What follows belongs to an exercise in optimizing a design on an open flow for small area; a production flow would make more cautious choices.
Only simulation tests tie the RTL to the original design; equivalence was not proved.
Power figures rest on the tool's default switching activity, not on a simulated workload.

// status_top
module status_top (
    input  [127:0]      info_in_id0,
    input  [127:0]      info_in_id1,
    input  [127:0]      info_in_id2,
    input  [127:0]      info_in_id3,
    input               valid_in_id0,
    input               valid_in_id1,
    input               valid_in_id2,
    input               valid_in_id3,
    input               clear_counter,
    output [31:0]       out_free_mem_id0,
    output [31:0]       out_pending_tasks_id0,
    output              out_info1_valid_id0,
    output [31:0]       out_free_mem_id1,
    output [31:0]       out_pending_tasks_id1,
    output              out_info1_valid_id1,
    output [31:0]       out_free_mem_id2,
    output [31:0]       out_pending_tasks_id2,
    output              out_info1_valid_id2,
    output [31:0]       out_free_mem_id3,
    output [31:0]       out_pending_tasks_id3,
    output              out_info1_valid_id3,
    output              upstream_busy,
  ...
For scale: about 1300 cells after synthesis, roughly 650 flip-flops, about 1400 I/O pins.
clock: 5.0 ns
lec_check: 0
cap_margin: 20
core_area: 140 140 360 360
die_area: 0 0 500 500
gpl_timing_driven: 0
slew_margin: 20
standard.sh (not shown) runs the stock make flow with config.mk's settings and CLKGATE_MAP_FILE= SYNTH_SCRIPT=/design/flow/synth_recipe.tcl, a recipe that flattens the netlist after the stock synthesis.
==> flow/flow/run.sh <==
#!/bin/bash
# Standard layout, with smaller port buffers, a leaner clock tree and tie
# cells shared between neighbouring constant outputs.
export FLOW_FLOW_DIR=$(pwd)/flow
export BUFFER_PORTS_ARGS="-buffer_cell sky130_fd_sc_hd__buf_1"
export CTS_ARGS="-sink_clustering_enable -repair_clock_nets -dont_use_dummy_load -root_buf sky130_fd_sc_hd__clkbuf_16 -buf_list sky130_fd_sc_hd__clkbuf_8 -sink_clustering_size 16 -sink_clustering_max_diameter 60"
export POST_GLOBAL_PLACE_TCL=$FLOW_FLOW_DIR/post_gpl.tcl
export REMOVE_ABC_BUFFERS=1
bash standard.sh > standard.log 2>&1
Other scripts of this flow, unchanged in this note and not shown: flow/flow/merge_ties.tcl, flow/flow/post_gpl.tcl
The baseline went through all stages and came out clean.
Edit:
--- a/flow/flow/run.sh
+++ b/flow/flow/run.sh
@@ -7,3 +7,2 @@
 export POST_GLOBAL_PLACE_TCL=$FLOW_FLOW_DIR/post_gpl.tcl
-export REMOVE_ABC_BUFFERS=1
 bash standard.sh > standard.log 2>&1
Settings changed: CORE_AREA 140 140 360 360 to 150 150 350 350, GPL_TIMING_DRIVEN 0 to default.
What happened:
- The new run produced a clean layout
- die area stays the same
- total power climbs by 0.73%
- combinational power rises by 6.4%
- utilization goes up by 12 points
- non-clock buffer count climbs by 36
- setup slack gains 120 ps
- synthesized cell count is unchanged

========
status_top again, from the RTL that the note above started with.
==> flow/config.mk <==
export PLATFORM = sky130hd
export DESIGN_NAME = status_top
export DESIGN_NICKNAME = status_top
export VERILOG_FILES = /design/flow/design.v
export SDC_FILE = /design/flow/constraint.sdc
export NUM_CORES = 4
export LEC_CHECK = 0
export CAP_MARGIN = 20
export CORE_AREA = 150 150 350 350
export DIE_AREA = 0 0 500 500
export SLEW_MARGIN = 20
==> flow/constraint.sdc <==
create_clock -name core_clock -period 5.0 [get_ports {clk}]
set_input_delay 1.0000 -clock core_clock [delete_from_list [all_inputs] [get_ports {clk}]]
set_output_delay 1.0000 -clock core_clock [all_outputs]
set_load 0.01 [all_outputs]
==> flow/flow/run.sh <==
#!/bin/bash
# Standard layout, with smaller port buffers, a leaner clock tree and tie
# cells shared between neighbouring constant outputs.
export FLOW_FLOW_DIR=$(pwd)/flow
export BUFFER_PORTS_ARGS="-buffer_cell sky130_fd_sc_hd__buf_1"
export CTS_ARGS="-sink_clustering_enable -repair_clock_nets -dont_use_dummy_load -root_buf sky130_fd_sc_hd__clkbuf_16 -buf_list sky130_fd_sc_hd__clkbuf_8 -sink_clustering_size 16 -sink_clustering_max_diameter 60"
export POST_GLOBAL_PLACE_TCL=$FLOW_FLOW_DIR/post_gpl.tcl
export GPL_KEEP_OVERFLOW=0
bash standard.sh > standard.log 2>&1
==> flow/flow/post_gpl.tcl <==
source $::env(FLOW_FLOW_DIR)/merge_ties.tcl
merge_ties 30 6
Other scripts of this flow, unchanged in this note and not shown: flow/flow/merge_ties.tcl
The starting point produced a layout that fails on antenna violations.
Rerun with:
--- a/flow/flow/run.sh
+++ b/flow/flow/run.sh
@@ -6,4 +6,3 @@
 export CTS_ARGS="-sink_clustering_enable -repair_clock_nets -dont_use_dummy_load -root_buf sky130_fd_sc_hd__clkbuf_16 -buf_list sky130_fd_sc_hd__clkbuf_8 -sink_clustering_size 16 -sink_clustering_max_diameter 60"
 export POST_GLOBAL_PLACE_TCL=$FLOW_FLOW_DIR/post_gpl.tcl
-export GPL_KEEP_OVERFLOW=0
 bash standard.sh > standard.log 2>&1
==> flow/flow/post_gpl.tcl (replaced) <==
source $::env(FLOW_FLOW_DIR)/merge_ties.tcl
merge_ties 20 4
Outcome: This time the run finished with timing, DRC and antenna clean. Routed wire length rose by 0.73%. Hold slack gains 0.012 ns. Area after synthesis stays the same. First-iteration DRC count increases by 12%. Design area came out higher by 1.2%.

==> separate check: timing with driven ports <==
The results above use ideal ports. As a check the final layouts listed here were re-extracted and re-timed, cells and wires unchanged. Step 1, drivers: a clkbuf_16 drives clk and a buf_2 each remaining input, both assumed. Step 2 adds t to the input delays and takes it off the output delays; t is the mean of the earliest and latest rising clock arrival at the registers after step 1. Input paths then give back, and output paths get back, about the clock's delay inside the block. Slacks: no drivers / after step 1 / after step 2; pairs: no drivers / after step 1.
| run | shift t [ns] | slack for setup (ns) | worst setup path at the end | clock arrival spread, ns | pins driven straight from the clock port |
|---|---|---|---|---|---|
| the first run of note 1 | 0.624 | 0.268 / 0.268 / 0.268 | register to register | 0.074 / 0.074 | 1 |
| the second run of note 1 | 0.624 | 0.390 / 0.390 / 0.390 | register to register | 0.058 / 0.058 | 1 |
| the first run of note 2 | 0.632 | 0.259 / 0.259 / 0.259 | register to register | 0.053 / 0.054 | 1 |
| the second run of note 2 | 0.627 | 0.362 / 0.362 / 0.362 | register to register | 0.047 / 0.047 | 1 |
